This design comes from an exercise in tuning for a short achievable clock period and few clock cycles on the open sky130 flow, not from production work.
The RTL was checked by simulation tests, not by an equivalence proof against the original design.
Power and IR drop assume default switching activity.

==> flow/design.v <==
module core #(                              
	parameter ADDR_W = 32,
	parameter INST_W = 32,
	parameter DATA_W = 32
)(
	input                   i_clk,
	input                   i_rst_n,
	output [ ADDR_W-1 : 0 ] o_i_addr,
	input  [ INST_W-1 : 0 ] i_i_inst,
	output                  o_d_wen,
	output [ ADDR_W-1 : 0 ] o_d_addr,
	output [ DATA_W-1 : 0 ] o_d_wdata,
	input  [ DATA_W-1 : 0 ] i_d_rdata,
	output [        1 : 0 ] o_status,
	output                  o_status_valid
);
localparam OP_LW   = 6'd1;
localparam OP_SW   = 6'd2;
localparam OP_ADD  = 6'd3;
localparam OP_SUB  = 6'd4;
localparam OP_ADDI = 6'd5;
localparam OP_OR   = 6'd6;
localparam OP_XOR  = 6'd7;
localparam OP_BEQ  = 6'd8;
localparam OP_BNE  = 6'd9;
localparam OP_EOF  = 6'd10;
reg [31:0] rf [0:31];
reg [31:0] pc;            
reg [31:0] pc4;           
reg        halted;        
reg        x_valid;
reg        x_lw, x_sw, x_add, x_sub, x_addi, x_or, x_xor, x_br, x_eof;
reg        x_we;
reg [4:0]  x_wa;
reg        x_ald, x_asum, x_algc, x_aw2, x_areg;
reg        x_bld, x_bsum, x_blgc, x_bw2, x_breg;    
reg        x_cld, x_csum, x_clgc, x_cw2, x_creg, x_cimm;
reg [14:0] x_imm;
reg        x_chk;         
reg [31:0] x_a, x_b;
reg [31:0] x_alt;         
reg [31:0] x_alt4;        
reg        w_we;
reg        w_lw;
reg [4:0]  w_wa;
reg [31:0] w_sum;         
reg [31:0] w_lgc;         
reg        w_islgc;       
reg [31:0] w2_val;        
reg        st_valid;
reg [1:0]  st_code;
reg        dm_wen;
reg [31:0] dm_addr;
reg [31:0] dm_wdata;
integer i;
assign o_i_addr       = pc;
assign o_status       = st_code;
assign o_status_valid = st_valid;
assign o_d_wen        = dm_wen;
assign o_d_addr       = dm_addr;
assign o_d_wdata      = dm_wdata;
wire [31:0] w_res = w_islgc ? w_lgc : w_sum;
wire [31:0] w_val = w_lw ? i_d_rdata : w_res;
wire [31:0] a = ({32{x_ald}} & i_d_rdata) | ({32{x_asum}} & w_sum) | ({32{x_algc}} & w_lgc)
              | ({32{x_aw2}} & w2_val)    | ({32{x_areg}} & x_a);
wire [31:0] b = ({32{x_bld}} & i_d_rdata) | ({32{x_bsum}} & w_sum) | ({32{x_blgc}} & w_lgc)
              | ({32{x_bw2}} & w2_val)    | ({32{x_breg}} & x_b);
wire [31:0] c = ({32{x_cld}} & i_d_rdata) | ({32{x_csum}} & w_sum) | ({32{x_clgc}} & w_lgc)
              | ({32{x_cw2}} & w2_val)    | ({32{x_creg}} & x_b)
              | ({32{x_cimm}} & {17'd0, x_imm});
wire [31:0] s_add, s_sub;
wire        c_add, c_sub;
ks_add u_add  (.a(a), .b(c),    .ci(1'b0), .s(s_add),  .co(c_add));
ks_add u_sub  (.a(a), .b(~b),   .ci(1'b1), .s(s_sub),  .co(c_sub));
wire mispred  = x_valid & x_chk & (a == b);
wire x_stop   = x_valid & x_eof;
wire [31:0] sum = x_sub ? s_sub : s_add;
wire [31:0] lgc = x_or ? (a | b) : (a ^ b);
reg [1:0] code;
always @(*) begin
	if (x_eof)                     code = 2'd3;
	else if (x_add)                code = c_add ? 2'd2 : 2'd0;
	else if (x_sub)                code = c_sub ? 2'd0 : 2'd2;
	else if (x_addi)               code = c_add ? 2'd2 : 2'd1;
	else if (x_lw | x_sw | x_br)   code = 2'd1;
	else                           code = 2'd0;
end
always @(posedge i_clk or negedge i_rst_n) begin
	if (!i_rst_n) begin
		halted   <= 1'b0;
		w_we     <= 1'b0;
		w_lw     <= 1'b0;
		w_wa     <= 5'd0;
		w_sum    <= 32'd0;
		w_lgc    <= 32'd0;
		w_islgc  <= 1'b0;
		w2_val   <= 32'd0;
		st_valid <= 1'b0;
		st_code  <= 2'd0;
		dm_wen   <= 1'b0;
		dm_addr  <= 32'd0;
		dm_wdata <= 32'd0;
	end else begin
		if (x_stop) halted <= 1'b1;
		st_valid <= x_valid;
		st_code  <= code;
		w_we     <= x_valid & x_we;
		w_lw     <= x_lw;
		w_wa     <= x_wa;
		w_sum    <= sum;
		w_lgc    <= lgc;
		w_islgc  <= x_or | x_xor;
		w2_val   <= w_val;
		dm_wen   <= x_valid & x_sw;
		dm_addr  <= s_add;
		dm_wdata <= b;
	end
end
wire [5:0]  op  = i_i_inst[31:26];
wire [4:0]  rs  = i_i_inst[25:21];
wire [4:0]  rt  = i_i_inst[20:16];
wire [4:0]  rd  = i_i_inst[15:11];
wire [14:0] imm = i_i_inst[14:0];
wire is_lw   = (op == OP_LW);
wire is_sw   = (op == OP_SW);
wire is_add  = (op == OP_ADD);
wire is_sub  = (op == OP_SUB);
wire is_addi = (op == OP_ADDI);
wire is_or   = (op == OP_OR);
wire is_xor  = (op == OP_XOR);
wire is_beq  = (op == OP_BEQ);
wire is_bne  = (op == OP_BNE);
wire is_eof  = (op == OP_EOF);
wire same  = (rs == rt);
wire pred  = (is_beq & same) | (is_bne & ~same);    
wire [31:0] pc8 = pc4 + 32'd4;
wire [31:0] tgt, tgt4;
ks_add u_tgt  (.a(pc4), .b({17'd0, imm}), .ci(1'b0), .s(tgt),  .co());
ks_add u_tgt4 (.a(pc8), .b({17'd0, imm}), .ci(1'b0), .s(tgt4), .co());
wire f_valid = ~halted & ~mispred & ~x_stop;
wire chk   = (is_beq | is_bne) & ~same & (|imm);
wire fwd_a = x_valid & x_we & (x_wa == rs);
wire fwd_b = x_valid & x_we & (x_wa == rt);
wire x_lgc = x_or | x_xor;
wire use_imm = is_addi | is_lw | is_sw;
wire fw2_a = w_we & (w_wa == rs);
wire fw2_b = w_we & (w_wa == rt);
wire [31:0] a_rd = rf[rs];
wire [31:0] b_rd = rf[rt];
always @(posedge i_clk or negedge i_rst_n) begin
	if (!i_rst_n) begin
		pc      <= 32'd0;
		pc4     <= 32'd4;
		x_alt4  <= 32'd0;
		x_valid <= 1'b0;
		x_lw <= 1'b0; x_sw <= 1'b0; x_add <= 1'b0; x_sub <= 1'b0; x_addi <= 1'b0;
		x_or <= 1'b0; x_xor <= 1'b0; x_br <= 1'b0; x_eof <= 1'b0;
		x_we    <= 1'b0;
		x_wa    <= 5'd0;
		x_ald   <= 1'b0; x_asum <= 1'b0; x_algc <= 1'b0; x_aw2 <= 1'b0; x_areg <= 1'b0;
		x_bld   <= 1'b0; x_bsum <= 1'b0; x_blgc <= 1'b0; x_bw2 <= 1'b0; x_breg <= 1'b0;
		x_cld   <= 1'b0; x_csum <= 1'b0; x_clgc <= 1'b0; x_cw2 <= 1'b0; x_creg <= 1'b0;
		x_cimm  <= 1'b0;
		x_imm   <= 15'd0;
		x_chk   <= 1'b0;
		x_a     <= 32'd0;
		x_b     <= 32'd0;
		x_alt   <= 32'd0;
	end else begin
		x_valid <= f_valid;
		if (mispred) begin
			pc  <= x_alt;
			pc4 <= x_alt4;
		end else if (f_valid) begin
			pc  <= pred ? tgt  : pc4;
			pc4 <= pred ? tgt4 : pc8;
		end
		x_lw    <= is_lw;
		x_sw    <= is_sw;
		x_add   <= is_add;
		x_sub   <= is_sub;
		x_addi  <= is_addi;
		x_or    <= is_or;
		x_xor   <= is_xor;
		x_br    <= is_beq | is_bne;
		x_eof   <= is_eof;
		x_we    <= is_lw | is_add | is_sub | is_addi | is_or | is_xor;
		x_wa    <= (is_lw | is_addi) ? rt : rd;
		x_ald   <=  fwd_a &  x_lw;
		x_asum  <=  fwd_a & ~x_lw & ~x_lgc;
		x_algc  <=  fwd_a &  x_lgc;
		x_aw2   <= ~fwd_a &  fw2_a;
		x_areg  <= ~fwd_a & ~fw2_a;
		x_bld   <=  fwd_b &  x_lw;
		x_bsum  <=  fwd_b & ~x_lw & ~x_lgc;
		x_blgc  <=  fwd_b &  x_lgc;
		x_bw2   <= ~fwd_b &  fw2_b;
		x_breg  <= ~fwd_b & ~fw2_b;
		x_cld   <= ~use_imm &  fwd_b &  x_lw;
		x_csum  <= ~use_imm &  fwd_b & ~x_lw & ~x_lgc;
		x_clgc  <= ~use_imm &  fwd_b &  x_lgc;
		x_cw2   <= ~use_imm & ~fwd_b &  fw2_b;
		x_creg  <= ~use_imm & ~fwd_b & ~fw2_b;
		x_cimm  <=  use_imm;
		x_imm   <= imm;
		x_chk   <= chk;
		x_a     <= a_rd;
		x_b     <= b_rd;
		x_alt   <= pred ? pc4 : tgt;
		x_alt4  <= pred ? pc8 : tgt4;
	end
end
always @(posedge i_clk or negedge i_rst_n) begin
	if (!i_rst_n) begin
		for (i = 0; i < 32; i = i + 1) rf[i] <= 32'd0;
	end else if (w_we) begin
		rf[w_wa] <= w_val;
	end
end
endmodule
module ks_add (
	input  [31:0] a,
	input  [31:0] b,
	input         ci,
	output [31:0] s,
	output        co
);
	reg [31:0] g, p, gn, pn;
	reg [31:0] p0;
	reg [32:0] c;
	integer k, d;
	always @(*) begin
		p0 = a ^ b;
		g  = a & b;
		p  = p0;
		g[0] = g[0] | (p[0] & ci);
		for (d = 1; d < 32; d = d * 2) begin
			gn = g; pn = p;
			for (k = d; k < 32; k = k + 1) begin
				gn[k] = g[k] | (p[k] & g[k-d]);
				pn[k] = p[k] & p[k-d];
			end
			g = gn; p = pn;
		end
		c[0] = ci;
		for (k = 1; k <= 32; k = k + 1) c[k] = g[k-1];
	end
	assign s  = p0 ^ c[31:0];
	assign co = c[32];
endmodule
==> flow/flow/run.sh <==
#!/bin/bash
# Standard layout (standard.sh) with two changes to how it is made:
#  - synthesis script flow/synth.tcl (the standard flow's synthesis; combinational logic
#    mapped for delay, no adder-cell extraction; registers untouched),
#  - port buffers are buf_8 rather than the smallest buffer.
# All tool output goes to flow_make.log in the work folder (ORFS's per-step
# logs are under orfs/logs/).
set -euo pipefail
W=$(pwd)
bash "$W/standard.sh" SYNTH_SCRIPT="$W/flow/synth.tcl" \
  "BUFFER_PORTS_ARGS=-buffer_cell sky130_fd_sc_hd__buf_8" \
  finish > "$W/flow_make.log" 2>&1
==> flow/flow/fast.abc <==
strash
dch
map {D}
buffer
upsize {D}
dnsize {D}
==> flow/flow/synth.tcl <==
# The standard synthesis (synth_recipe.tcl), with two changes to the
# combinational mapping only: no full/half-adder cell extraction, and an ABC
# script that maps for delay (fast.abc). Registers are untouched.
set flowdir [file dirname [file normalize [info script]]]
unset -nocomplain ::env(ADDER_MAP_FILE)
proc abc {args} {
  global flowdir
  set i [lsearch -exact $args -script]
  lset args [expr {$i + 1}] $flowdir/fast.abc
  yosys abc {*}$args
}
source $flowdir/../synth_recipe.tcl
==> flow/standard.sh <==
#!/bin/bash
# synth_recipe.tcl (not shown) runs the flow's synth.tcl, then flattens the netlist and writes it again
# the make line also repeats each setting of config.mk as NAME=value (left out here)
make -C /OpenROAD-flow-scripts/flow DESIGN_CONFIG=/design/flow/config.mk WORK_HOME=/design/flow/orfs CLKGATE_MAP_FILE= SYNTH_SCRIPT=/design/flow/synth_recipe.tcl "${@:-finish}"
==> flow/config.mk <==
export PLATFORM = sky130hd
export DESIGN_NAME = core
export DESIGN_NICKNAME = core
export VERILOG_FILES = /design/flow/design.v
export SDC_FILE = /design/flow/constraint.sdc
export NUM_CORES = 4
export LEC_CHECK = 0
export ABC_CLOCK_PERIOD_IN_PS = 2000
export CAP_MARGIN = 20
export CORE_MARGIN = 2
export CORE_UTILIZATION = 40
export SETUP_SLACK_MARGIN = 4
export SLEW_MARGIN = 20
==> flow/constraint.sdc <==
create_clock -name core_clock -period 6.8 [get_ports {i_clk}]
set_input_delay 1.3600 -clock core_clock [delete_from_list [all_inputs] [get_ports {i_clk}]]
set_output_delay 1.3600 -clock core_clock [all_outputs]
set_load 0.01 [all_outputs]
==> out/qor.log, run 1 <==
qor: status.run_status finished clean
qor: timing.max_slew.worst_pin.slew 1.153 ns
qor: synthesis.mappedNetlistNets 9198
qor: power.p_seq_share 37.3%
qor: synthesis.synth.cell_area 0.07472 sq mm
qor: clock_network.clkSlewWorstSetupHoldPaths 0.07 ns
qor: layout.finalInstanceArea 0.09451 sq mm
qor: job.drv.max_cap_violation_count 0
qor: synthesis.synthCells 9132
qor: timing.fin_worst_skew 0.06460 ns
qor: layout.synthToLayoutAreaGrowth 26.48%
qor: synthesis.synth_async_sr_flop_share 100.0%
qor: clock_network.cts_htree_levels 4
qor: global_route.via_count_of_the_first_global_routing_pass 72230
qor: timing.timing.final.max_slew_violations 0
qor: critical_path.crit_fanout 10
qor: route.routed_wl 356.9 mm
qor: critical_path.worst_r2r_startpoint x_asum$_DFF_PN0_
qor: route.via_count 77460
qor: synthesis.yosys.area_share.xor_xnor 0.7535%
qor: power.int_pwr 19.79 mW
qor: synthesis.dominant_combinational_cell_family_by_area_after_synthesis compound AO/OA/AOI/OAI gates
qor: critical_path.regToRegEndpoint pc4[14]$_DFFE_PN0P_
qor: critical_path.worst_r2r_path_depth 14
qor: floorplanning.die_area 0.1903 sq mm
qor: hold_path.worst_hold_startpoint x_wa[0]$_DFF_PN0_
qor: route.average_vias_per_placed_instance 6.442
qor: place.placedInstanceArea 0.08050 sq mm
qor: synthesis.number_of_different_library_cells_in_the_post_synthesis_netlist 63
qor: power.worst_ir_drop_vdd 267.8 uV
qor: synthesis.post_synthesis_compound_gate_area_fraction 24.72%
qor: clock_network.clock-root-buffer sky130_fd_sc_hd__clkbuf_16
qor: clock_network.cts_max_path_buffers 3
qor: critical_path.regToRegSetupSlack 3.68 ns
qor: timing.relSlewSlack 22.86%
qor: critical_path.crit_type reg -> reg
qor: layout.num-fill-cells 17350
qor: floorplanning.die_width 436.2 um
qor: global_route.grt_max_degree 152
qor: power.p_clk_share 29.3%
qor: synthesis.synth-seq-area-share 48.06%
qor: timing.timing.final.setup_violations 0
qor: critical_path.cp_data_arrival_time 3.81 ns
qor: floorplanning.die-height 436.2 um
qor: synthesis.yosys_register_bits 1435
qor: timing.maxClockFrequency 320.3 MHz
qor: critical_path.startpoint_type_of_the_worst_setup_path flip-flop
qor: timing.period_minus_slack 3.122 ns
qor: critical_path.worstPathRequired 7.49 ns
qor: hold_path.timing.hold.worst.class reg -> reg
qor: power.power.static_leakage 41.89 nW
qor: synthesis.synth.area.mux_share 0%
qor: synthesis.yosys-top-cells-count sky130_fd_sc_hd__nand2_1, sky130_fd_sc_hd__dfrtp_1, sky130_fd_sc_hd__o21ai_0, sky130_fd_sc_hd__a22oi_1, sky130_fd_sc_hd__clkbuf_1
qor: global_route.grt_overflow_total 0
qor: synthesis.post_synth_fa_ha_maj_area_fraction 0%
qor: clock_network.cts_made_buffers 164
qor: global_route.global_route_wire_length_before_repair 505.7 mm
qor: floorplanning.io-pin-count 166
qor: synthesis.yosysTopAreaCell sky130_fd_sc_hd__dfrtp_1
qor: synthesis.yosys_warning_count 3
qor: place.routability_cong 0.9965
qor: synthesis.synth_ff_type sky130_fd_sc_hd__dfrtp_1
qor: hold_path.count_of_cells_along_the_worst_hold_path 0
qor: clock_network.ctsHoldBuffers 0
qor: synthesis.synth_edf_count 0
qor: synthesis.synthTopCellsByArea sky130_fd_sc_hd__dfrtp_1, sky130_fd_sc_hd__nand2_1, sky130_fd_sc_hd__a22oi_1
qor: route.first_pass_iters 9
qor: timing.rsz0062_at_grt true
qor: synthesis.synth_most_common_cell sky130_fd_sc_hd__nand2_1
qor: route.antenna_left 0
qor: clock_network.clock_latency_late_sink 0.86 ns
qor: power.pwr_dens 346.4 mW/mm^2
qor: critical_path.capturing_element_type_of_the_critical_path flip-flop
qor: global_route.gr-usage-all-layers 35.81%
qor: synthesis.avgSynthCellArea 8.183 sq um
qor: floorplanning.core_region_area 0.1854 sq mm
qor: layout.ratio_of_cells_with_drive_above_1_in_the_final_layout 20.30%
qor: timing.timing_hold_violations_final 0
qor: synthesis.yosys.area_share.simple 20.80%
qor: synthesis.synth_top_area_share 48.02%
qor: power.switching_power 12.95 mW
qor: route.drcViolationCount 0
qor: place.hpwlAfterDp 229.8 mm
qor: route.detailed_route_wire_length_per_cell 29.68 um
qor: clock_network.tritoncts done
qor: route.drt_iter0_markers 11680
qor: power.net_sw_share 39.54%
qor: timing.setup_total_negative_slack 0 ns
qor: global_route.antenna_violations_before_repair 6
qor: floorplanning.rows 158
qor: floorplanning.starting_density_of_the_core 40.30%
qor: power.power.share.combinational 33.3%
qor: clock_network.cts.sinks 1435
qor: timing.period_utilization_post_route 45.91%
qor: hold_path.hold_end w_wa[0]$_DFF_PN0_
qor: place.numPortBuffers 165
qor: layout.nets 9476
[metrics by stage]
stage          worst slack, ns  cells  hold slack [ns]  power (mW)  util (%)
3_5_place_dp             1.582  11320           0.3802       20.85     43.41
5_1_grt                  3.628  12020           0.3904       34.02     50.96
3_3_place_gp             1.075  11320           0.3744       20.73     43.40
4_1_cts                  3.822  11840           0.3833       31.33     48.78
2_1_floorplan            3.568   9132           0.3537       16.67         -
6_report                 3.678  12030           0.3903       32.74     50.97
[per-layer routing]
| metal | GRT usage (%) | wire (um) | vias up |
|---|---|---|---|
| met5 | 0 | 20 | - |
| met4 | 23.09 | 28360 | 4 |
| met3 | 7.994 | 37230 | 1172 |
| met2 | 52.53 | 151900 | 5070 |
| met1 | 47.63 | 139400 | 37920 |
| li1 | - | - | 33300 |
[final cells by class]
cell class | count | area, sq um | area share [%]
inverters | 464 | 1937 | 2.049
clock inverters | 72 | 1147 | 1.214
repair buffers | 741 | 8127 | 8.599
well taps | 2480 | 3103 | 3.283
diodes | 3 | 7.507 | 0.007943
clock buffers | 226 | 4639 | 4.909
multi-input cells | 6604 | 39570 | 41.87
flip-flops and latches | 1435 | 35980 | 38.07
[cell usage in the layout, fill, tap and decap left out, types with 26 or more instances in the layout]
master and n:
sky130_fd_sc_hd__a21oi_1 132, sky130_fd_sc_hd__a21oi_2 41, sky130_fd_sc_hd__a21oi_4 28, sky130_fd_sc_hd__a221oi_1 57
sky130_fd_sc_hd__a22oi_1 918, sky130_fd_sc_hd__a22oi_2 62, sky130_fd_sc_hd__a31oi_1 55, sky130_fd_sc_hd__buf_12 50
sky130_fd_sc_hd__buf_4 440, sky130_fd_sc_hd__buf_6 50, sky130_fd_sc_hd__buf_8 177, sky130_fd_sc_hd__clkbuf_1 34
sky130_fd_sc_hd__clkbuf_16 179, sky130_fd_sc_hd__clkbuf_8 27, sky130_fd_sc_hd__clkinv_2 26, sky130_fd_sc_hd__clkinvlp_4 26
sky130_fd_sc_hd__dfrtp_1 1391, sky130_fd_sc_hd__dfrtp_2 38, sky130_fd_sc_hd__inv_1 412, sky130_fd_sc_hd__nand2_1 1958
sky130_fd_sc_hd__nand2_2 120, sky130_fd_sc_hd__nand2_4 34, sky130_fd_sc_hd__nand3_1 279, sky130_fd_sc_hd__nand3_2 69
sky130_fd_sc_hd__nand4_1 436, sky130_fd_sc_hd__nor2_1 268, sky130_fd_sc_hd__nor2_2 53, sky130_fd_sc_hd__nor2_4 106
sky130_fd_sc_hd__nor4_1 29, sky130_fd_sc_hd__nor4_2 26, sky130_fd_sc_hd__o211ai_1 63, sky130_fd_sc_hd__o21ai_0 1244
sky130_fd_sc_hd__o21ai_1 62, sky130_fd_sc_hd__o21ai_2 71, sky130_fd_sc_hd__o22ai_1 46
[power by group through the flow]
stage / clock (mW) / sequential (mW) / combinational (mW)
3_5_place_dp: 0 / 12.2 / 8.64
5_1_grt: 10.0 / 12.4 / 11.6
4_1_cts: 9.67 / 12.1 / 9.55
2_1_floorplan: 0 / 11.5 / 5.15
6_report: 9.61 / 12.2 / 10.9
3_3_place_gp: 0 / 12.2 / 8.55
[logic make-up after synthesis]
family	Yosys count
simple gates	3568
compound gates	2981
flops	1435
buf+inv	1098
xor+xnor	50
[timing repair]
item                                   4_1_cts  5_1_grt
setup endpoints to repair                  286      246
endpoints found under the hold margin        0        0
cloned                                      12       20
buffers inserted                           207      164
pin swaps                                  157      202
gates resized for setup                    547      536
[state kept, by name (all words and copies together) (netlist names), 30 cells and up]
signal / flops
rf: 1024
dm_addr: 32
dm_wdata: 32
pc4: 32
pc: 32
w2_val: 32
w_lgc: 32
w_sum: 32
x_a: 32
x_alt4: 32
x_b: 32
x_alt: 30
[how the worst max path moves through the flow]
stage | startpoint | to | slack, ns | cells after the start
after floorplan | i_d_rdata[15] | pc[12]$_DFFE_PN0P_ | 3.57 | 12
after global placement | i_i_inst[31] | pc[5]$_DFFE_PN0P_ | 1.07 | 10
after detailed placement | i_i_inst[31] | pc[1]$_DFFE_PN0P_ | 1.58 | 9
after CTS | x_ald$_DFF_PN0_ | pc4[20]$_DFFE_PN0P_ | 3.82 | 15
after global routing | x_ald$_DFF_PN0_ | pc4[20]$_DFFE_PN0P_ | 3.63 | 13
final | x_asum$_DFF_PN0_ | pc4[14]$_DFFE_PN0P_ | 3.68 | 14
[critical path, cell delays in order, from the launching register on]
cell                       delay [ns]
sky130_fd_sc_hd__dfrtp_2         0.44
sky130_fd_sc_hd__buf_12          0.16
sky130_fd_sc_hd__buf_8           0.17
sky130_fd_sc_hd__a22oi_2         0.15
sky130_fd_sc_hd__nand4_1         0.15
sky130_fd_sc_hd__nand3b_1        0.24
sky130_fd_sc_hd__nand4_1         0.22
sky130_fd_sc_hd__nor2_4          0.23
sky130_fd_sc_hd__nand3_2         0.13
sky130_fd_sc_hd__nor3_4          0.29
sky130_fd_sc_hd__buf_12          0.17
sky130_fd_sc_hd__nor2_4          0.12
sky130_fd_sc_hd__buf_8           0.21
sky130_fd_sc_hd__a22oi_1         0.16
sky130_fd_sc_hd__nand2_1         0.09
Testbench counts, summed over its fixed seeds: cycles 20,832.
==> inputs of run 2 (changes only) <==
--- a/flow/config.mk
+++ b/flow/config.mk
@@ -9,5 +9,5 @@
 export CAP_MARGIN = 20
 export CORE_MARGIN = 2
-export CORE_UTILIZATION = 40
+export CORE_UTILIZATION = 35
 export SETUP_SLACK_MARGIN = 4
 export SLEW_MARGIN = 20
==> out/qor.log, run 2 <==
qor: global_route.via_count_of_the_first_global_routing_pass 73580 [was 72230]
qor: synthesis.yosys_register_bits 1435 [unchanged]
qor: global_route.grt_overflow_total 0 [unchanged]
qor: route.drt_iter0_markers 11380 [was 11680]
qor: synthesis.yosys_warning_count 3 [unchanged]
qor: timing.timing.final.max_slew_violations 0 [unchanged]
qor: synthesis.synth_async_sr_flop_share 100.0% [unchanged]
qor: timing.period_utilization_post_route 48.62% [was 45.91%]
qor: clock_network.cts_made_buffers 165 [was 164]
qor: clock_network.clkSlewWorstSetupHoldPaths 0.06 ns [was 0.07 ns]
qor: clock_network.ctsHoldBuffers 0 [unchanged]
qor: critical_path.crit_type reg -> reg [unchanged]
qor: place.routability_cong 1.011 [was 0.9965]
qor: clock_network.clock-root-buffer sky130_fd_sc_hd__clkbuf_16 [unchanged]
qor: power.int_pwr 19.69 mW [was 19.79 mW]
qor: floorplanning.rows 169 [was 158]
qor: route.via_count 77750 [was 77460]
qor: power.pwr_dens 341.9 mW/mm^2 [was 346.4 mW/mm^2]
qor: hold_path.worst_hold_startpoint x_wa[0]$_DFF_PN0_ [unchanged]
qor: hold_path.hold_end w_wa[0]$_DFF_PN0_ [unchanged]
qor: layout.mostFrequentLayoutCell sky130_fd_sc_hd__nand2_1 [unchanged]
qor: synthesis.synthCells 9132 [unchanged]
qor: power.worst_ir_drop_vdd 245.5 uV [was 267.8 uV]
qor: route.routed_wl 358.3 mm [was 356.9 mm]
qor: floorplanning.die_width 466.1 um [was 436.2 um]
qor: synthesis.synth_ff_type sky130_fd_sc_hd__dfrtp_1 [unchanged]
qor: place.hpwlAfterDp 225.7 mm [was 229.8 mm]
qor: timing.relSlewSlack 20.96% [was 22.86%]
qor: floorplanning.die_area 0.2172 sq mm [was 0.1903 sq mm]
qor: synthesis.avgSynthCellArea 8.183 sq um [unchanged]
qor: layout.top_register rf [unchanged]
qor: critical_path.startpoint_type_of_the_worst_setup_path flip-flop [unchanged]
qor: timing.timing.final.setup_violations 0 [unchanged]
qor: layout.final-seq-area 0.03600 sq mm [was 0.03598 sq mm]
qor: clock_network.cts_max_path_buffers 3 [unchanged]
qor: timing.fin_worst_skew 0.08939 ns [was 0.06460 ns]
qor: job.drv.max_cap_violation_count 0 [unchanged]
qor: timing.setup_total_negative_slack 0 ns [unchanged]
qor: timing.rsz0062_at_grt true [unchanged]
qor: synthesis.mappedNetlistNets 9198 [unchanged]
qor: route.average_vias_per_placed_instance 6.258 [was 6.442]
qor: global_route.global_route_wire_length_before_repair 508.5 mm [was 505.7 mm]
qor: timing.maxClockFrequency 302.4 MHz [was 320.3 MHz]
qor: power.power.static_leakage 42.29 nW [was 41.89 nW]
qor: power.p_clk_share 28.4% [was 29.3%]
qor: critical_path.cp_data_arrival_time 4.00 ns [was 3.81 ns]
qor: power.power.share.combinational 34.2% [was 33.3%]
qor: clock_network.tritoncts done [unchanged]
qor: global_route.grt_max_degree 190 [was 152]
qor: route.antenna_left 0 [unchanged]
qor: floorplanning.io-pin-count 166 [unchanged]
qor: timing.max_slew.worst_pin.slew 1.186 ns [was 1.153 ns]
qor: layout.area_taken_by_multi_input_logic_gates 0.03941 sq mm [was 0.03957 sq mm]
qor: clock_network.clock_latency_late_sink 0.87 ns [was 0.86 ns]
qor: global_route.antenna_violations_before_repair 7 [was 6]
qor: layout.final_cell_count_no_fill 12430 [was 12030]
qor: synthesis.number_of_different_library_cells_in_the_post_synthesis_netlist 63 [unchanged]
qor: power.p_seq_share 37.4% [was 37.3%]
qor: global_route.gr-usage-all-layers 31.53% [was 35.81%]
qor: floorplanning.starting_density_of_the_core 35.23% [was 40.30%]
qor: floorplanning.die-height 466.1 um [was 436.2 um]
qor: clock_network.cts_htree_levels 4 [unchanged]
qor: status.run_status finished clean [unchanged]
qor: layout.nets 9539 [was 9476]
qor: route.drcViolationCount 0 [unchanged]
qor: critical_path.worstPathRequired 7.50 ns [was 7.49 ns]
qor: critical_path.regToRegEndpoint pc4[13]$_DFFE_PN0P_ [was pc4[14]$_DFFE_PN0P_]
qor: critical_path.worst_r2r_startpoint x_bld$_DFF_PN0_ [was x_asum$_DFF_PN0_]
qor: critical_path.regToRegSetupSlack 3.49 ns [was 3.68 ns]
qor: synthesis.yosys-top-cells-count sky130_fd_sc_hd__nand2_1, sky130_fd_sc_hd__dfrtp_1, sky130_fd_sc_hd__o21ai_0, sky130_fd_sc_hd__a22oi_1, sky130_fd_sc_hd__clkbuf_1 [unchanged]
qor: timing.timing_hold_violations_final 0 [unchanged]
qor: layout.commonest_cells_after_routing_fill_and_taps_aside sky130_fd_sc_hd__nand2_1, sky130_fd_sc_hd__dfrtp_1, sky130_fd_sc_hd__o21ai_0 [unchanged]
qor: timing.period_minus_slack 3.306 ns [was 3.122 ns]
qor: hold_path.count_of_cells_along_the_worst_hold_path 0 [unchanged]
qor: power.net_sw_share 39.83% [was 39.54%]
qor: place.numPlacedInstances 11660 [was 11320]
qor: layout.synthToLayoutAreaGrowth 28.08% [was 26.48%]
qor: synthesis.synth_most_common_cell sky130_fd_sc_hd__nand2_1 [unchanged]
qor: synthesis.synth.cell_area 0.07472 sq mm [unchanged]
qor: place.numPortBuffers 165 [unchanged]
qor: floorplanning.core_region_area 0.2121 sq mm [was 0.1854 sq mm]
qor: route.first_pass_iters 10 [was 9]
qor: layout.ratio_of_cells_with_drive_above_1_in_the_final_layout 20.71% [was 20.30%]
qor: layout.largest_register_ffs 1024 [unchanged]
qor: synthesis.synthTopCellsByArea sky130_fd_sc_hd__dfrtp_1, sky130_fd_sc_hd__nand2_1, sky130_fd_sc_hd__a22oi_1 [unchanged]
qor: power.switching_power 13.03 mW [was 12.95 mW]
qor: critical_path.crit_fanout 7 [was 10]
qor: clock_network.cts.sinks 1435 [unchanged]
qor: critical_path.capturing_element_type_of_the_critical_path flip-flop [unchanged]
qor: synthesis.synth_top_area_share 48.02% [unchanged]
qor: route.detailed_route_wire_length_per_cell 28.83 um [was 29.68 um]
qor: synthesis.yosysTopAreaCell sky130_fd_sc_hd__dfrtp_1 [unchanged]
qor: hold_path.timing.hold.worst.class reg -> reg [unchanged]
qor: layout.num-fill-cells 20350 [was 17350]
qor: critical_path.worst_r2r_path_depth 16 [was 14]
qor: synthesis.synth_edf_count 0 [unchanged]
qor: synthesis.synth-seq-area-share 48.06% [unchanged]
run 2: cell types whose count changed in the layout (fill, tap and decap cells not counted), moves of 8 or more:
cell and change:
sky130_fd_sc_hd__a22oi_2 +11, sky130_fd_sc_hd__nor4_1 +12, sky130_fd_sc_hd__a22oi_1 -11, sky130_fd_sc_hd__buf_6 +19
sky130_fd_sc_hd__nor4_2 -15, sky130_fd_sc_hd__nor2_2 +10, sky130_fd_sc_hd__clkinvlp_4 -8, sky130_fd_sc_hd__buf_16 +13
sky130_fd_sc_hd__o21ai_1 +8, sky130_fd_sc_hd__buf_12 +20, sky130_fd_sc_hd__nor2_4 -16, sky130_fd_sc_hd__bufinv_16 -8
sky130_fd_sc_hd__buf_4 +8
run 2: repair_timing:
action                                  4_1_cts  5_1_grt
buffers inserted                            253      179
resized for setup                           616      538
cloned                                       22       14
endpoints found under the setup margin     1325      538
pin swaps                                   181      253
run 2: through the flow:
step | instance area (sq um) | hold slack (ns) | utilization, % | worst slack, ns | power [mW]
floorplan | 75900 | 0.3537 | - | 3.568 | 16.67
global placement | 80810 | 0.3636 | 38.10 | 1.369 | 20.69
detailed placement | 80870 | 0.3669 | 38.13 | 1.326 | 20.83
CTS | 91670 | 0.3651 | 43.22 | 3.608 | 31.35
global route | 95700 | 0.3737 | 45.12 | 3.417 | 34.04
finish | 95700 | 0.3596 | 45.12 | 3.494 | 32.72
run 2: critical path: stages (launching register included):
cell,delay [ns]
sky130_fd_sc_hd__dfrtp_4,0.61
sky130_fd_sc_hd__buf_16,0.21
sky130_fd_sc_hd__a22oi_1,0.18
sky130_fd_sc_hd__nand4_1,0.26
sky130_fd_sc_hd__nand2_2,0.19
sky130_fd_sc_hd__nand4_1,0.19
sky130_fd_sc_hd__nor2_4,0.22
sky130_fd_sc_hd__nand3_2,0.13
sky130_fd_sc_hd__nor3_4,0.25
sky130_fd_sc_hd__buf_12,0.15
sky130_fd_sc_hd__buf_12,0.10
sky130_fd_sc_hd__nor2_4,0.03
sky130_fd_sc_hd__buf_12,0.18
sky130_fd_sc_hd__buf_12,0.14
sky130_fd_sc_hd__buf_16,0.14
sky130_fd_sc_hd__o211ai_1,0.08
sky130_fd_sc_hd__nand2_1,0.07
run 2: power by group through the flow:
stage | Clock, mW | Combinational [mW] | Sequential, mW
after floorplan | 0 | 5.15 | 11.5
after global placement | 0 | 8.51 | 12.2
after detailed placement | 0 | 8.60 | 12.2
after CTS | 9.36 | 9.86 | 12.1
after global routing | 9.74 | 11.9 | 12.4
final | 9.29 | 11.2 | 12.2
run 2: cell type report:
cell class / count / share of cell area [%]
Antenna cell: 4 / 0.01046
Inverter: 464 / 2.070
Timing Repair Buffer: 802 / 9.547
Multi-Input combinational cell: 6603 / 41.18
Tap cell: 2821 / 3.688
Timing Repair inverter: 2 / 0.02615
Clock buffer: 229 / 4.900
Clock inverter: 65 / 0.9701
Sequential cell: 1435 / 37.61
run 2: per-layer routing:
layer / wire [um] / GRT usage, %
met5: 12 / 0
met4: 29050 / 21.43
met3: 39600 / 7.080
met1: 135600 / 40.68
met2: 154000 / 47.11
run 2: how the worst max path moves through the flow:
| stage | slack [ns] | start | to | cells past startpoint |
|---|---|---|---|---|
| after floorplan | 3.57 | i_d_rdata[15] | pc[12]$_DFFE_PN0P_ | 12 |
| after global placement | 1.37 | i_i_inst[31] | pc4[22]$_DFFE_PN0P_ | 11 |
| after detailed placement | 1.33 | i_i_inst[31] | pc4[2]$_DFFE_PN1P_ | 11 |
| after CTS | 3.61 | x_bld$_DFF_PN0_ | pc4[13]$_DFFE_PN0P_ | 16 |
| after global routing | 3.42 | x_areg$_DFF_PN0_ | pc4[13]$_DFFE_PN0P_ | 17 |
| final | 3.49 | x_bld$_DFF_PN0_ | pc4[13]$_DFFE_PN0P_ | 16 |
run 2: cell families after synthesis:
| kind of cell | share of synthesized area [%] |
|---|---|
| simple gates | 20.80 |
| compound gates | 24.72 |
| flops | 48.06 |
| buf+inv | 5.668 |
| xor+xnor | 0.7535 |
==> inputs of run 3 (changes only) <==
--- a/flow/config.mk
+++ b/flow/config.mk
@@ -9,5 +9,5 @@
 export CAP_MARGIN = 20
 export CORE_MARGIN = 2
-export CORE_UTILIZATION = 35
+export CORE_UTILIZATION = 46
 export SETUP_SLACK_MARGIN = 4
 export SLEW_MARGIN = 20
==> out/qor.log, run 3 <==
qor: synthesis.yosys_register_bits 1435 [unchanged]
qor: synthesis.mappedNetlistNets 9198 [unchanged]
qor: layout.fin_util 58.00% [was 45.12%]
qor: synthesis.yosys.area_share.xor_xnor 0.7535% [unchanged]
qor: floorplanning.io-pin-count 166 [unchanged]
qor: floorplanning.die_area 0.1657 sq mm [was 0.2172 sq mm]
qor: synthesis.post_synth_fa_ha_maj_area_fraction 0% [unchanged]
qor: synthesis.dominant_combinational_cell_family_by_area_after_synthesis compound AO/OA/AOI/OAI gates [unchanged]
qor: synthesis.synth_top_area_share 48.02% [unchanged]
qor: critical_path.crit_fanout 7 [unchanged]
qor: layout.nets 9446 [was 9539]
qor: route.detailed_route_wire_length_per_cell 30.35 um [was 28.83 um]
qor: clock_network.tritoncts done [unchanged]
qor: synthesis.yosysTopAreaCell sky130_fd_sc_hd__dfrtp_1 [unchanged]
qor: timing.post-route-worst-setup-slack 3.566 ns [was 3.494 ns]
qor: synthesis.yosys.area_share.simple 20.80% [unchanged]
qor: synthesis.yosys_warning_count 3 [unchanged]
qor: timing.max_slew.worst_pin.slew 1.109 ns [was 1.186 ns]
qor: status.run_status finished clean [unchanged]
qor: synthesis.synthTopCellsByArea sky130_fd_sc_hd__dfrtp_1, sky130_fd_sc_hd__nand2_1, sky130_fd_sc_hd__a22oi_1 [unchanged]
qor: job.drv.max_cap_violation_count 0 [unchanged]
qor: route.drcViolationCount 0 [unchanged]
qor: layout.mostFrequentLayoutCell sky130_fd_sc_hd__nand2_1 [unchanged]
qor: clock_network.clkSlewWorstSetupHoldPaths 0.06 ns [about the same]
qor: global_route.via_count_of_the_first_global_routing_pass 71800 [was 73580]
qor: floorplanning.rows 147 [was 169]
qor: timing.period_minus_slack 3.234 ns [was 3.306 ns]
qor: route.routed-wl-met3 41.48 mm [was 39.60 mm]
qor: synthesis.number_of_different_library_cells_in_the_post_synthesis_netlist 63 [unchanged]
qor: place.numPlacedInstances 10980 [was 11660]
qor: route.antenna_left 0 [unchanged]
qor: layout.top_register rf [unchanged]
qor: global_route.antenna_violations_before_repair 7 [unchanged]
qor: floorplanning.die-height 407.0 um [was 466.1 um]
qor: global_route.grt_overflow_total 0 [unchanged]
qor: clock_network.cts_max_path_buffers 3 [unchanged]
qor: critical_path.cp_data_arrival_time 4.01 ns [was 4.00 ns]
qor: clock_network.cts_made_buffers 160 [was 165]
qor: hold_path.timing.hold.worst.class reg -> reg [unchanged]
qor: floorplanning.starting_density_of_the_core 46.43% [was 35.23%]
qor: timing.relSlewSlack 25.78% [was 20.96%]
qor: critical_path.capturing_element_type_of_the_critical_path flip-flop [unchanged]
qor: synthesis.synth_ff_type sky130_fd_sc_hd__dfrtp_1 [unchanged]
qor: synthesis.synth_async_sr_flop_share 100.0% [unchanged]
qor: timing.fin_worst_skew 0.04647 ns [was 0.08939 ns]
qor: synthesis.synth_most_common_cell sky130_fd_sc_hd__nand2_1 [unchanged]
qor: place.numPortBuffers 165 [unchanged]
qor: route.first_pass_iters 9 [was 10]
qor: layout.num-fill-cells 14510 [was 20350]
qor: global_route.global_route_wire_length_before_repair 499.2 mm [was 508.5 mm]
qor: timing.period_utilization_post_route 47.56% [was 48.62%]
qor: route.routed_wl 354.2 mm [was 358.3 mm]
qor: timing.maxClockFrequency 309.2 MHz [was 302.4 MHz]
qor: clock_network.clock-root-buffer sky130_fd_sc_hd__clkbuf_16 [unchanged]
qor: synthesis.yosys-top-cells-count sky130_fd_sc_hd__nand2_1, sky130_fd_sc_hd__dfrtp_1, sky130_fd_sc_hd__o21ai_0, sky130_fd_sc_hd__a22oi_1, sky130_fd_sc_hd__clkbuf_1 [unchanged]
qor: route.average_vias_per_placed_instance 6.628 [was 6.258]
qor: synthesis.synthCells 9132 [unchanged]
qor: synthesis.synth_edf_count 0 [unchanged]
qor: clock_network.cts.sinks 1435 [unchanged]
qor: timing.timing.final.max_slew_violations 0 [unchanged]
qor: critical_path.crit_type reg -> reg [unchanged]
qor: power.worst_ir_drop_vdd 286.1 uV [was 245.5 uV]
qor: place.routability_cong 1.028 [was 1.011]
qor: floorplanning.die_width 407.0 um [was 466.1 um]
qor: timing.rsz0062_at_grt true [unchanged]
qor: layout.synthToLayoutAreaGrowth 24.92% [was 28.08%]
qor: synthesis.synth.cell_area 0.07472 sq mm [unchanged]
qor: layout.ratio_of_cells_with_drive_above_1_in_the_final_layout 19.24% [was 20.71%]
qor: place.preCtsSetupSlack 1.302 ns [was 1.326 ns]
qor: global_route.grt_max_degree 167 [was 190]
qor: critical_path.worstPathRequired 7.58 ns [was 7.50 ns]
qor: layout.final_cell_count_no_fill 11670 [was 12430]
qor: global_route.gr-usage-all-layers 41.24% [was 31.53%]
qor: place.hpwlAfterDp 224.2 mm [was 225.7 mm]
qor: synthesis.post_synthesis_compound_gate_area_fraction 24.72% [unchanged]
qor: route.highest_layer met5 [unchanged]
qor: critical_path.startpoint_type_of_the_worst_setup_path flip-flop [unchanged]
qor: synthesis.avgSynthCellArea 8.183 sq um [unchanged]
qor: timing.timing_hold_violations_final 0 [unchanged]
qor: timing.timing.final.setup_violations 0 [unchanged]
qor: timing.setup_total_negative_slack 0 ns [unchanged]
qor: route.via_count 77340 [was 77750]
qor: layout.largest_register_ffs 1024 [unchanged]
qor: floorplanning.core_region_area 0.1609 sq mm [was 0.2121 sq mm]
qor: route.drt_iter0_markers 12500 [was 11380]
qor: layout.commonest_cells_after_routing_fill_and_taps_aside sky130_fd_sc_hd__nand2_1, sky130_fd_sc_hd__dfrtp_1, sky130_fd_sc_hd__o21ai_0 [unchanged]
qor: clock_network.cts_htree_levels 4 [unchanged]
qor: power.power.static_leakage 41.61 nW [was 42.29 nW]
qor: power.pwr_dens 342.5 mW/mm^2 [was 341.9 mW/mm^2]
qor: route.met2WireLength 149.0 mm [was 154.0 mm]
qor: route.wirelength_met1 136.0 mm [was 135.6 mm]
qor: synthesis.synth-seq-area-share 48.06% [unchanged]
qor: synthesis.synth.area.mux_share 0% [unchanged]
qor: power.power 31.97 mW [was 32.72 mW]
qor: clock_network.clock_latency_late_sink 0.85 ns [was 0.87 ns]
[run 3: cell counts after synthesis]
No cell type changed its count.
[run 3: cell type report]
cell class,count,area [sq um],area share [%]
Multi-Input combinational cell,6604,39240,42.04
Sequential cell,1435,35970,38.54
Timing Repair Buffer,712,8050,8.625
Clock buffer,232,4584,4.911
Tap cell,2160,2703,2.895
Inverter,464,2021,2.165
Clock inverter,52,721.9,0.7734
Timing Repair inverter,3,31.28,0.03351
Antenna cell,6,15.01,0.01609
[run 3: worst max-delay path, stage by stage, from the launching register on]
cell and delay [ns]:
sky130_fd_sc_hd__dfrtp_4 0.58, sky130_fd_sc_hd__buf_12 0.15, sky130_fd_sc_hd__buf_16 0.14, sky130_fd_sc_hd__a22oi_2 0.06, sky130_fd_sc_hd__nand4_1 0.21, sky130_fd_sc_hd__buf_4 0.16, sky130_fd_sc_hd__nand2_4 0.08, sky130_fd_sc_hd__buf_4 0.16
sky130_fd_sc_hd__a21oi_2 0.26, sky130_fd_sc_hd__nand2_1 0.17, sky130_fd_sc_hd__nand2_4 0.16, sky130_fd_sc_hd__nand2_4 0.09, sky130_fd_sc_hd__nand3_4 0.10, sky130_fd_sc_hd__nand4_1 0.28, sky130_fd_sc_hd__nand3b_1 0.28, sky130_fd_sc_hd__nand3_4 0.16
sky130_fd_sc_hd__nand2_2 0.12
[run 3: layer usage]
layer,vias up,GRT usage [%]
li1,33190,-
met1,37710,55.00
met2,5255,58.90
met3,1179,10.71
met4,6,27.55
met5,-,0
[run 3: repair_timing]
| item | 4_1_cts | 5_1_grt |
|---|---|---|
| pin swaps | 97 | 226 |
| cloned | 13 | 20 |
| setup buffers | 199 | 165 |
| resized for setup | 529 | 524 |
| hold buffers | 0 | 0 |
| setup endpoints to repair | 276 | 245 |
[run 3: per-stage QoR]
step	hold WS (ns)	instance area [sq um]
floorplan	0.3537	75900
global placement	0.4075	79920
detailed placement	0.4189	79930
CTS	0.4331	89240
global route	0.4466	93330
finish	0.4276	93340
[run 3: report_power, final]
part | leakage (nW) | switching (mW) | total, mW | internal, mW
Clock | 2.61 | 3.86 | 8.99 | 5.13
Sequential | 14.8 | 1.90 | 12.2 | 10.3
Combinational | 24.2 | 6.97 | 10.7 | 3.77
[run 3: worst paths after layout]
kind | slack, ns | cells past startpoint | from | end
max in group asynchronous | 4.62 | 3 | i_rst_n | pc4[10]$_DFFE_PN0P_
min in group asynchronous | 0.51 | 1 | i_rst_n | rf[28][7]$_DFFE_PN0P_
hold reg to reg | 0.43 | 0 | x_lw$_DFF_PN0_ | w_lw$_DFF_PN0_
hold / removal | 0.43 | 0 | x_lw$_DFF_PN0_ | w_lw$_DFF_PN0_
setup reg to reg | 3.57 | 16 | x_areg$_DFF_PN0_ | w_sum[28]$_DFF_PN0_
setup / recovery | 3.57 | 16 | x_areg$_DFF_PN0_ | w_sum[28]$_DFF_PN0_
[run 3: cell families (layout without fill, tap and decap cells)]
| family | after synthesis | in the layout |
|---|---|---|
| AND/OR/NAND/NOR | 3568 | 3573 |
| AO/OA/AOI/OAI | 2981 | 2981 |
| flip-flops | 1435 | 1435 |
| buffers and inverters | 1098 | 1463 |
| XOR/XNOR | 50 | 50 |
| other | 0 | 6 |
==> inputs of run 4 (changes only) <==
--- a/flow/config.mk
+++ b/flow/config.mk
@@ -9,5 +9,6 @@
 export CAP_MARGIN = 20
 export CORE_MARGIN = 2
-export CORE_UTILIZATION = 46
+export CORE_UTILIZATION = 40
+export PLACE_DENSITY = 0.72
 export SETUP_SLACK_MARGIN = 4
 export SLEW_MARGIN = 20
==> out/qor.log, run 4 <==
qor: timing.timing.final.max_slew_violations 0 [unchanged]
qor: job.drv.max_cap_violation_count 0 [unchanged]
qor: power.worst_ir_drop_vdd 259.2 uV [was 286.1 uV]
qor: clock_network.clkSlewWorstSetupHoldPaths 0.06 ns [about the same]
qor: synthesis.synth_edf_count 0 [unchanged]
qor: critical_path.worst_r2r_path_depth 16 [unchanged]
qor: synthesis.yosys_register_bits 1435 [unchanged]
qor: floorplanning.io-pin-count 166 [unchanged]
qor: synthesis.yosysTopAreaCell sky130_fd_sc_hd__dfrtp_1 [unchanged]
qor: place.hpwlAfterDp 224.6 mm [was 224.2 mm]
qor: clock_network.cts_htree_levels 4 [unchanged]
qor: layout.top_register rf [unchanged]
qor: layout.commonest_cells_after_routing_fill_and_taps_aside sky130_fd_sc_hd__nand2_1, sky130_fd_sc_hd__dfrtp_1, sky130_fd_sc_hd__o21ai_0 [unchanged]
qor: clock_network.cts_max_path_buffers 3 [unchanged]
qor: route.routed-wl-met3 41.88 mm [was 41.48 mm]
qor: route.average_vias_per_placed_instance 6.534 [was 6.628]
qor: synthesis.synth_most_common_cell sky130_fd_sc_hd__nand2_1 [unchanged]
qor: timing.fin_worst_skew 0.08595 ns [was 0.04647 ns]
qor: timing.timing_hold_violations_final 0 [unchanged]
qor: synthesis.yosys-top-cells-count sky130_fd_sc_hd__nand2_1, sky130_fd_sc_hd__dfrtp_1, sky130_fd_sc_hd__o21ai_0, sky130_fd_sc_hd__a22oi_1, sky130_fd_sc_hd__clkbuf_1 [unchanged]
qor: critical_path.crit_type reg -> reg [unchanged]
qor: hold_path.timing.hold.worst.class reg -> reg [unchanged]
qor: clock_network.cts_made_buffers 162 [was 160]
qor: layout.ratio_of_cells_with_drive_above_1_in_the_final_layout 20.08% [was 19.24%]
qor: power.p_seq_share 37.6% [was 38.3%]
qor: place.numPlacedInstances 11310 [was 10980]
qor: route.antenna_left 0 [unchanged]
qor: route.wirelength_met1 127.6 mm [was 136.0 mm]
qor: global_route.via_count_of_the_first_global_routing_pass 73740 [was 71800]
qor: synthesis.synth.cell_area 0.07472 sq mm [unchanged]
qor: place.routability_cong 1.055 [was 1.028]
qor: timing.rsz0062_at_grt true [unchanged]
qor: power.switching_power 13.10 mW [was 12.73 mW]
qor: synthesis.synth_async_sr_flop_share 100.0% [unchanged]
qor: synthesis.number_of_different_library_cells_in_the_post_synthesis_netlist 63 [unchanged]
qor: power.p_clk_share 28.3% [was 28.1%]
qor: power.pwr_dens 347.2 mW/mm^2 [was 342.5 mW/mm^2]
qor: critical_path.capturing_element_type_of_the_critical_path flip-flop [unchanged]
qor: clock_network.tritoncts done [unchanged]
qor: route.drcViolationCount 0 [unchanged]
qor: timing.relSlewSlack 27.00% [was 25.78%]
qor: global_route.antenna_violations_before_repair 9 [was 7]
qor: timing.setup_total_negative_slack 0 ns [unchanged]
qor: synthesis.mappedNetlistNets 9198 [unchanged]
qor: timing.maxClockFrequency 302.4 MHz [was 309.2 MHz]
qor: layout.mostFrequentLayoutCell sky130_fd_sc_hd__nand2_1 [unchanged]
qor: clock_network.clock_latency_late_sink 0.85 ns [about the same]
qor: floorplanning.die_width 436.2 um [was 407.0 um]
qor: timing.period_utilization_post_route 48.64% [was 47.56%]
qor: place.placedInstanceArea 0.08039 sq mm [was 0.07993 sq mm]
qor: status.run_status finished clean [unchanged]
qor: power.net_sw_share 40.16% [was 39.82%]
qor: floorplanning.die-height 436.2 um [was 407.0 um]
qor: layout.synthToLayoutAreaGrowth 25.78% [was 24.92%]
qor: clock_network.cts.sinks 1435 [unchanged]
qor: critical_path.cp_data_arrival_time 4.01 ns [about the same]
qor: critical_path.crit_fanout 32 [was 7]
qor: synthesis.synth_ff_type sky130_fd_sc_hd__dfrtp_1 [unchanged]
qor: synthesis.synth-seq-area-share 48.06% [unchanged]
qor: floorplanning.die_area 0.1903 sq mm [was 0.1657 sq mm]
qor: place.numPortBuffers 165 [unchanged]
qor: route.first_pass_iters 10 [was 9]
qor: floorplanning.core_region_area 0.1854 sq mm [was 0.1609 sq mm]
qor: global_route.global_route_wire_length_before_repair 505.7 mm [was 499.2 mm]
qor: timing.final.hold.worst_slack 0.3896 ns [was 0.4276 ns]
qor: layout.final_cell_count_no_fill 12040 [was 11670]
qor: route.detailed_route_wire_length_per_cell 29.60 um [was 30.35 um]
qor: synthesis.synthTopCellsByArea sky130_fd_sc_hd__dfrtp_1, sky130_fd_sc_hd__nand2_1, sky130_fd_sc_hd__a22oi_1 [unchanged]
qor: power.power.static_leakage 41.66 nW [was 41.61 nW]
qor: synthesis.synth_top_area_share 48.02% [unchanged]
qor: critical_path.worstPathRequired 7.51 ns [was 7.58 ns]
qor: power.int_pwr 19.53 mW [was 19.24 mW]
qor: layout.largest_register_ffs 1024 [unchanged]
qor: route.met2WireLength 151.5 mm [was 149.0 mm]
qor: critical_path.startpoint_type_of_the_worst_setup_path flip-flop [unchanged]
qor: synthesis.avgSynthCellArea 8.183 sq um [unchanged]
qor: clock_network.clock-root-buffer sky130_fd_sc_hd__clkbuf_16 [unchanged]
qor: global_route.gr-usage-all-layers 35.79% [was 41.24%]
qor: layout.finalInstanceArea 0.09399 sq mm [was 0.09334 sq mm]
qor: floorplanning.rows 158 [was 147]
qor: hold_path.count_of_cells_along_the_worst_hold_path 0 [unchanged]
qor: layout.nets 9488 [was 9446]
qor: power.power.share.combinational 34.1% [was 33.6%]
qor: route.highest_layer met5 [unchanged]
qor: synthesis.yosys_warning_count 3 [unchanged]
qor: route.routed_wl 356.4 mm [was 354.2 mm]
qor: synthesis.synthCells 9132 [unchanged]
qor: route.via_count 78680 [was 77340]
qor: timing.timing.final.setup_violations 0 [unchanged]
qor: global_route.grt_overflow_total 0 [unchanged]
qor: floorplanning.starting_density_of_the_core 40.30% [was 46.43%]
qor: global_route.grt_max_degree 189 [was 167]
qor: route.drt_iter0_markers 12540 [was 12500]
qor: timing.period_minus_slack 3.307 ns [was 3.234 ns]
qor: timing.max_slew.worst_pin.slew 1.090 ns [was 1.109 ns]
[run 4: cell types whose count changed in the layout (fill, tap and decap cells not counted), moves of 15 or more]
cell,before,now
sky130_fd_sc_hd__buf_4,388,442
sky130_fd_sc_hd__nor2_4,108,89
sky130_fd_sc_hd__clkinv_2,24,39
sky130_fd_sc_hd__nor2_1,278,260
sky130_fd_sc_hd__nor2_2,43,78
sky130_fd_sc_hd__o21ai_0,1251,1234
sky130_fd_sc_hd__clkbuf_1,41,23
[run 4: critical path, cell delays in order (launching register included)]
cell	delay, ns
sky130_fd_sc_hd__dfrtp_1	0.34
sky130_fd_sc_hd__buf_6	0.42
sky130_fd_sc_hd__nand2_1	0.16
sky130_fd_sc_hd__nand4_1	0.20
sky130_fd_sc_hd__inv_2	0.06
sky130_fd_sc_hd__nand2_2	0.11
sky130_fd_sc_hd__nand4_1	0.25
sky130_fd_sc_hd__nor2_4	0.34
sky130_fd_sc_hd__nand3_4	0.12
sky130_fd_sc_hd__nor3_4	0.21
sky130_fd_sc_hd__buf_12	0.16
sky130_fd_sc_hd__buf_12	0.12
sky130_fd_sc_hd__nor2_4	0.04
sky130_fd_sc_hd__buf_12	0.18
sky130_fd_sc_hd__buf_6	0.17
sky130_fd_sc_hd__a22oi_1	0.16
sky130_fd_sc_hd__nand2_1	0.07
[run 4: layout make-up]
cell class	instances	area, sq um
inverters	464	1974
fillers	17240	91450
diodes	4	10.01
flip-flops and latches	1435	35990
clock inverters	84	1055
well taps	2480	3103
repair buffers	752	8215
clock buffers	216	4567
multi-input cells	6607	39070
[run 4: path summary, 6_finish.rpt]
path | start | slack (ns) | endpoint
worst max-delay path | x_bw2$_DFF_PN0_ | 3.49 | pc[5]$_DFFE_PN0P_
worst min-delay path | x_wa[0]$_DFF_PN0_ | 0.39 | w_wa[0]$_DFF_PN0_
worst max register to register | x_bw2$_DFF_PN0_ | 3.49 | pc[5]$_DFFE_PN0P_
worst min register to register | x_wa[0]$_DFF_PN0_ | 0.39 | w_wa[0]$_DFF_PN0_
max in group asynchronous | i_rst_n | 4.59 | pc4[14]$_DFFE_PN0P_
min in group asynchronous | i_rst_n | 0.54 | rf[24][4]$_DFFE_PN0P_
[run 4: timing repair]
item                       4_1_cts  5_1_grt
hold buffers                     0        0
gates cloned                    12       13
resized for setup              491      521
setup buffers                  202      203
setup endpoints to repair     1180      242
pin swaps                      118      204
[run 4: metrics by stage]
stage | utilization, % | power (mW) | worst slack [ns]
finish | 50.69 | 32.63 | 3.493
global route | 50.68 | 33.84 | 3.470
CTS | 48.46 | 31.08 | 3.632
detailed placement | 43.35 | 20.80 | 1.208
global placement | 43.35 | 20.63 | 1.253
floorplan | - | 16.67 | 3.568
[run 4: kinds of logic (layout without fill, tap and decap cells)]
| group | count (synthesis) | after routing | synth area share (%) |
|---|---|---|---|
| and+or+nand+nor | 3568 | 3571 | 20.80 |
| AOI/OAI and AO/OA | 2981 | 2986 | 24.72 |
| DFF | 1435 | 1435 | 48.06 |
| buffers and inverters | 1098 | 1516 | 5.668 |
| xor gates and xnor gates | 50 | 50 | 0.7535 |
| other | 0 | 4 | 0 |
[run 4: layer usage]
layer	global-route usage, %	up-vias
met3	9.364	1512
met2	52.78	5873
met4	28.30	6
met5	0.07560	-
li1	-	33280
met1	44.45	38010
[run 4: power groups by stage]
| stage | Sequential (mW) | Combinational, mW | Clock (mW) |
|---|---|---|---|
| global route | 12.4 | 11.8 | 9.61 |
| global placement | 12.2 | 8.44 | 0 |
| detailed placement | 12.2 | 8.55 | 0 |
| CTS | 12.1 | 9.68 | 9.26 |
| floorplan | 11.5 | 5.15 | 0 |
| finish | 12.3 | 11.1 | 9.22 |
==> inputs of run 5 (changes only) <==
--- a/flow/config.mk
+++ b/flow/config.mk
@@ -10,5 +10,5 @@
 export CORE_MARGIN = 2
 export CORE_UTILIZATION = 40
-export PLACE_DENSITY = 0.72
+export GPL_ROUTABILITY_DRIVEN = 0
 export SETUP_SLACK_MARGIN = 4
 export SLEW_MARGIN = 20
==> out/qor.log, run 5 <==
qor: synthesis.synthCells 9132 [unchanged]
qor: synthesis.number_of_different_library_cells_in_the_post_synthesis_netlist 63 [unchanged]
qor: layout.commonest_cells_after_routing_fill_and_taps_aside sky130_fd_sc_hd__nand2_1, sky130_fd_sc_hd__dfrtp_1, sky130_fd_sc_hd__o21ai_0 [unchanged]
qor: timing.max_slew.worst_pin.slew 1.375 ns [was 1.090 ns]
qor: critical_path.crit_path_top_delay_cell sky130_fd_sc_hd__dfrtp_2 [was sky130_fd_sc_hd__buf_6]
qor: layout.fin_util 50.03% [was 50.69%]
qor: synthesis.synth_edf_count 0 [unchanged]
qor: critical_path.cp_data_arrival_time 3.81 ns [was 4.01 ns]
qor: layout.finalInstanceArea 0.09278 sq mm [was 0.09399 sq mm]
qor: power.int_pwr 19.08 mW [was 19.53 mW]
qor: route.via_count 77710 [was 78680]
qor: global_route.antenna_violations_before_repair 6 [was 9]
qor: route.detailed_route_wire_length_per_cell 28.73 um [was 29.60 um]
qor: clock_network.clock_latency_late_sink 0.83 ns [was 0.85 ns]
qor: place.numPortBuffers 165 [unchanged]
qor: hold_path.timing.hold.worst.class reg -> reg [unchanged]
qor: critical_path.regToRegEndpoint pc4[16]$_DFFE_PN0P_ [was pc[5]$_DFFE_PN0P_]
qor: global_route.grt_max_degree 160 [was 189]
qor: critical_path.cp-startpoint x_ald$_DFF_PN0_ [was x_bw2$_DFF_PN0_]
qor: job.drv.max_cap_violation_count 0 [unchanged]
qor: synthesis.synth_most_common_cell sky130_fd_sc_hd__nand2_1 [unchanged]
qor: timing.maxClockFrequency 320.0 MHz [was 302.4 MHz]
qor: layout.synthToLayoutAreaGrowth 24.16% [was 25.78%]
qor: critical_path.worst_r2r_startpoint x_ald$_DFF_PN0_ [was x_bw2$_DFF_PN0_]
qor: timing.final.hold.worst_slack 0.3935 ns [was 0.3896 ns]
qor: power.power.static_leakage 41.04 nW [was 41.66 nW]
qor: route.drcViolationCount 0 [unchanged]
qor: place.hpwlAfterDp 213.3 mm [was 224.6 mm]
qor: power.p_clk_share 29.1% [was 28.3%]
qor: synthesis.synth_top_area_share 48.02% [unchanged]
qor: timing.period_minus_slack 3.125 ns [was 3.307 ns]
qor: synthesis.mappedNetlistNets 9198 [unchanged]
qor: timing.timing_hold_violations_final 0 [unchanged]
qor: global_route.via_count_of_the_first_global_routing_pass 71880 [was 73740]
qor: place.preCtsSetupSlack 1.225 ns [was 1.208 ns]
qor: global_route.gr-usage-all-layers 33.93% [was 35.79%]
qor: critical_path.startpoint_type_of_the_worst_setup_path flip-flop [unchanged]
qor: timing.rsz0062_at_grt true [unchanged]
qor: clock_network.ctsHoldBuffers 0 [unchanged]
qor: layout.ratio_of_cells_with_drive_above_1_in_the_final_layout 18.15% [was 20.08%]
qor: floorplanning.die_area 0.1903 sq mm [unchanged]
qor: timing.timing.final.max_slew_violations 0 [unchanged]
qor: hold_path.worst_hold_startpoint x_wa[0]$_DFF_PN0_ [unchanged]
qor: power.pwr_dens 339.6 mW/mm^2 [was 347.2 mW/mm^2]
qor: clock_network.cts.sinks 1435 [unchanged]
qor: timing.fin_worst_skew 0.05412 ns [was 0.08595 ns]
qor: layout.largest_register_ffs 1024 [unchanged]
qor: critical_path.crit_fanout 51 [was 32]
qor: route.routed_wl 342.8 mm [was 356.4 mm]
qor: timing.timing.final.setup_violations 0 [unchanged]
qor: floorplanning.rows 158 [unchanged]
qor: place.numPlacedInstances 11320 [was 11310]
qor: synthesis.synth_async_sr_flop_share 100.0% [unchanged]
qor: critical_path.capturing_element_type_of_the_critical_path flip-flop [unchanged]
qor: layout.mostFrequentLayoutCell sky130_fd_sc_hd__nand2_1 [unchanged]
qor: route.first_pass_iters 10 [unchanged]
qor: layout.final-seq-area 0.03598 sq mm [was 0.03599 sq mm]
qor: route.average_vias_per_placed_instance 6.514 [was 6.534]
qor: hold_path.hold_end w_wa[0]$_DFF_PN0_ [unchanged]
qor: layout.num-fill-cells 17230 [was 17240]
qor: clock_network.tritoncts done [unchanged]
qor: critical_path.regToRegSetupSlack 3.68 ns [was 3.49 ns]
qor: global_route.global_route_wire_length_before_repair 486.0 mm [was 505.7 mm]
qor: floorplanning.starting_density_of_the_core 40.30% [unchanged]
qor: critical_path.cpPeakStageDelay 0.49 ns [was 0.42 ns]
qor: synthesis.yosys-top-cells-count sky130_fd_sc_hd__nand2_1, sky130_fd_sc_hd__dfrtp_1, sky130_fd_sc_hd__o21ai_0, sky130_fd_sc_hd__a22oi_1, sky130_fd_sc_hd__clkbuf_1 [unchanged]
qor: clock_network.cts_htree_levels 4 [unchanged]
qor: critical_path.crit_chain buf_12, a22oi_2, nand4_1, nand3b_1, nand4_1, nor2_4, nand3_2, nor3_4, buf_12, nor2_4, buf_12, a22oi_1, o21ai_1 [was buf_6, nand2_1, nand4_1, inv_2, nand2_2, nand4_1, nor2_4, nand3_4, nor3_4, buf_12, buf_12, nor2_4, buf_12, buf_6, a22oi_1, nand2_1]
qor: critical_path.crit_type reg -> reg [unchanged]
qor: power.power.share.combinational 32.2% [was 34.1%]
qor: timing.period_utilization_post_route 45.95% [was 48.64%]
qor: timing.post-route-worst-setup-slack 3.675 ns [was 3.493 ns]
qor: synthesis.synth-seq-area-share 48.06% [unchanged]
qor: floorplanning.core_region_area 0.1854 sq mm [unchanged]
qor: synthesis.synth_ff_type sky130_fd_sc_hd__dfrtp_1 [unchanged]
qor: layout.final_cell_count_no_fill 11930 [was 12040]
qor: power.power 31.50 mW [was 32.63 mW]
qor: layout.area_taken_by_multi_input_logic_gates 0.03892 sq mm [was 0.03907 sq mm]
qor: synthesis.yosys_register_bits 1435 [unchanged]
qor: critical_path.worstPathRequired 7.49 ns [was 7.51 ns]
qor: synthesis.synth.cell_area 0.07472 sq mm [unchanged]
qor: power.switching_power 12.42 mW [was 13.10 mW]
qor: clock_network.cts_max_path_buffers 3 [unchanged]
qor: timing.setup_total_negative_slack 0 ns [unchanged]
qor: route.antenna_left 0 [unchanged]
qor: layout.nets 9382 [was 9488]
qor: layout.top_register rf [unchanged]
qor: route.drt_iter0_markers 12870 [was 12540]
qor: status.run_status finished clean [unchanged]
qor: floorplanning.die-height 436.2 um [unchanged]
qor: clock_network.clock-root-buffer sky130_fd_sc_hd__clkbuf_16 [unchanged]
qor: hold_path.count_of_cells_along_the_worst_hold_path 0 [unchanged]
qor: critical_path.worst_r2r_path_depth 13 [was 16]
qor: power.worst_ir_drop_vdd 246.0 uV [was 259.2 uV]
qor: synthesis.yosysTopAreaCell sky130_fd_sc_hd__dfrtp_1 [unchanged]
qor: critical_path.crit_path_frequent_cell sky130_fd_sc_hd__buf_12 [unchanged]
qor: clock_network.clkSlewWorstSetupHoldPaths 0.06 ns [about the same]
qor: floorplanning.die_width 436.2 um [unchanged]
qor: synthesis.avgSynthCellArea 8.183 sq um [unchanged]
qor: global_route.grt_overflow_total 0 [unchanged]
qor: power.net_sw_share 39.43% [was 40.16%]
qor: synthesis.yosys_warning_count 3 [unchanged]
qor: floorplanning.io-pin-count 166 [unchanged]
qor: power.p_seq_share 38.7% [was 37.6%]
qor: clock_network.cts_made_buffers 160 [was 162]
qor: place.placedInstanceArea 0.08048 sq mm [was 0.08039 sq mm]
qor: timing.relSlewSlack 8.289% [was 27.00%]
qor: synthesis.synthTopCellsByArea sky130_fd_sc_hd__dfrtp_1, sky130_fd_sc_hd__nand2_1, sky130_fd_sc_hd__a22oi_1 [unchanged]
[run 5: worst max path at each step]
stage / to / slack [ns] / cells after the start
detailed placement: pc4[2]$_DFFE_PN1P_ / 1.23 / 11
CTS: pc4[21]$_DFFE_PN0P_ / 3.80 / 14
finish: pc4[16]$_DFFE_PN0P_ / 3.68 / 13
global route: pc4[21]$_DFFE_PN0P_ / 3.67 / 13
global placement: pc4[19]$_DFFE_PN0P_ / 1.21 / 11
floorplan: pc[12]$_DFFE_PN0P_ / 3.57 / 12
[run 5: cells by family (layout without fill, tap and decap cells)]
family	count (synthesis)	count (layout)	share of synthesized area [%]
compound gates	2981	2985	24.72
xor+xnor	50	50	0.7535
buf+inv	1098	1401	5.668
flops	1435	1435	48.06
other cells	0	6	0
simple gates	3568	3573	20.80
[run 5: metal layers]
| metal | GRT usage, % | share of wire [%] |
|---|---|---|
| met1 | 44.09 | 37 |
| met2 | 49.54 | 42 |
| met3 | 9.107 | 12 |
| met4 | 22.55 | 8.4 |
| met5 | 0 | 0.024 |
[run 5: repair_timing]
action                                  4_1_cts  5_1_grt
cloned                                        7       18
pin swaps                                   101      203
hold endpoints to repair                      0        0
gates resized for setup                     407      503
buffers inserted                            120      174
endpoints found under the setup margin      268      251
[run 5: area by class of cell]
cell class	count	share of cell area, %
Clock buffer	236	5.079
Tap cell	2480	3.345
Inverter	464	2.142
Clock inverter	54	0.8469
Timing Repair Buffer	643	7.798
Multi-Input combinational cell	6608	41.95
Timing Repair inverter	4	0.04316
Sequential cell	1435	38.78
Antenna cell	6	0.01618
[run 5: worst max-delay path: cells and delay by family (launching register included)]
kind            cells  cell delay [ns]
simple gates        7             1.32
flops               1             0.49
compound gates      3             0.51
buf+inv             3             0.56
[run 5: power by group through the flow]
stage | combinational (mW) | clock [mW] | sequential, mW
after floorplan | 5.15 | 0 | 11.5
after global placement | 8.34 | 0 | 12.1
after detailed placement | 8.46 | 0 | 12.2
after CTS | 8.93 | 9.24 | 12.1
after global routing | 10.8 | 9.61 | 12.3
final | 10.2 | 9.17 | 12.2

re-timing with driven ports:
How much do the figures lean on ideal ports? The routed layouts below were timed once more, with nothing changed but the port constraints. Step 1 assumes that a clkbuf_16 drives the clock port and a buf_2 every other input. Step 2 moves the port delays by t, midway between the first and last clock arrival at a register: inputs arrive t later, outputs are due t later. That takes back most of the time a late clock gives input paths. Slacks: ideal / step 1 / step 2; pairs: ideal / step 1.
run | t, ns | setup slack, ns | hold WS [ns] | worst data-port slew with drivers (ns)
run 1 | 0.914 | 3.678 / 3.678 / 2.840 | 0.390 / 0.390 / 0.390 | 0.18
run 2 | 0.910 | 3.494 / 3.494 / 2.786 | 0.360 / 0.360 / 0.360 | 0.15
run 3 | 0.925 | 3.566 / 3.566 / 2.812 | 0.428 / 0.428 / 0.428 | 0.28
run 4 | 0.903 | 3.493 / 3.493 / 2.703 | 0.390 / 0.390 / 0.390 | 0.23
run 5 | 0.887 | 3.675 / 3.675 / 2.817 | 0.393 / 0.393 / 0.393 | 0.18
After both steps setup and hold are still met in every run listed. The setup slack of run 5, which loses most, moves by 0.000 ns with the drivers and by -0.858 ns with both steps.
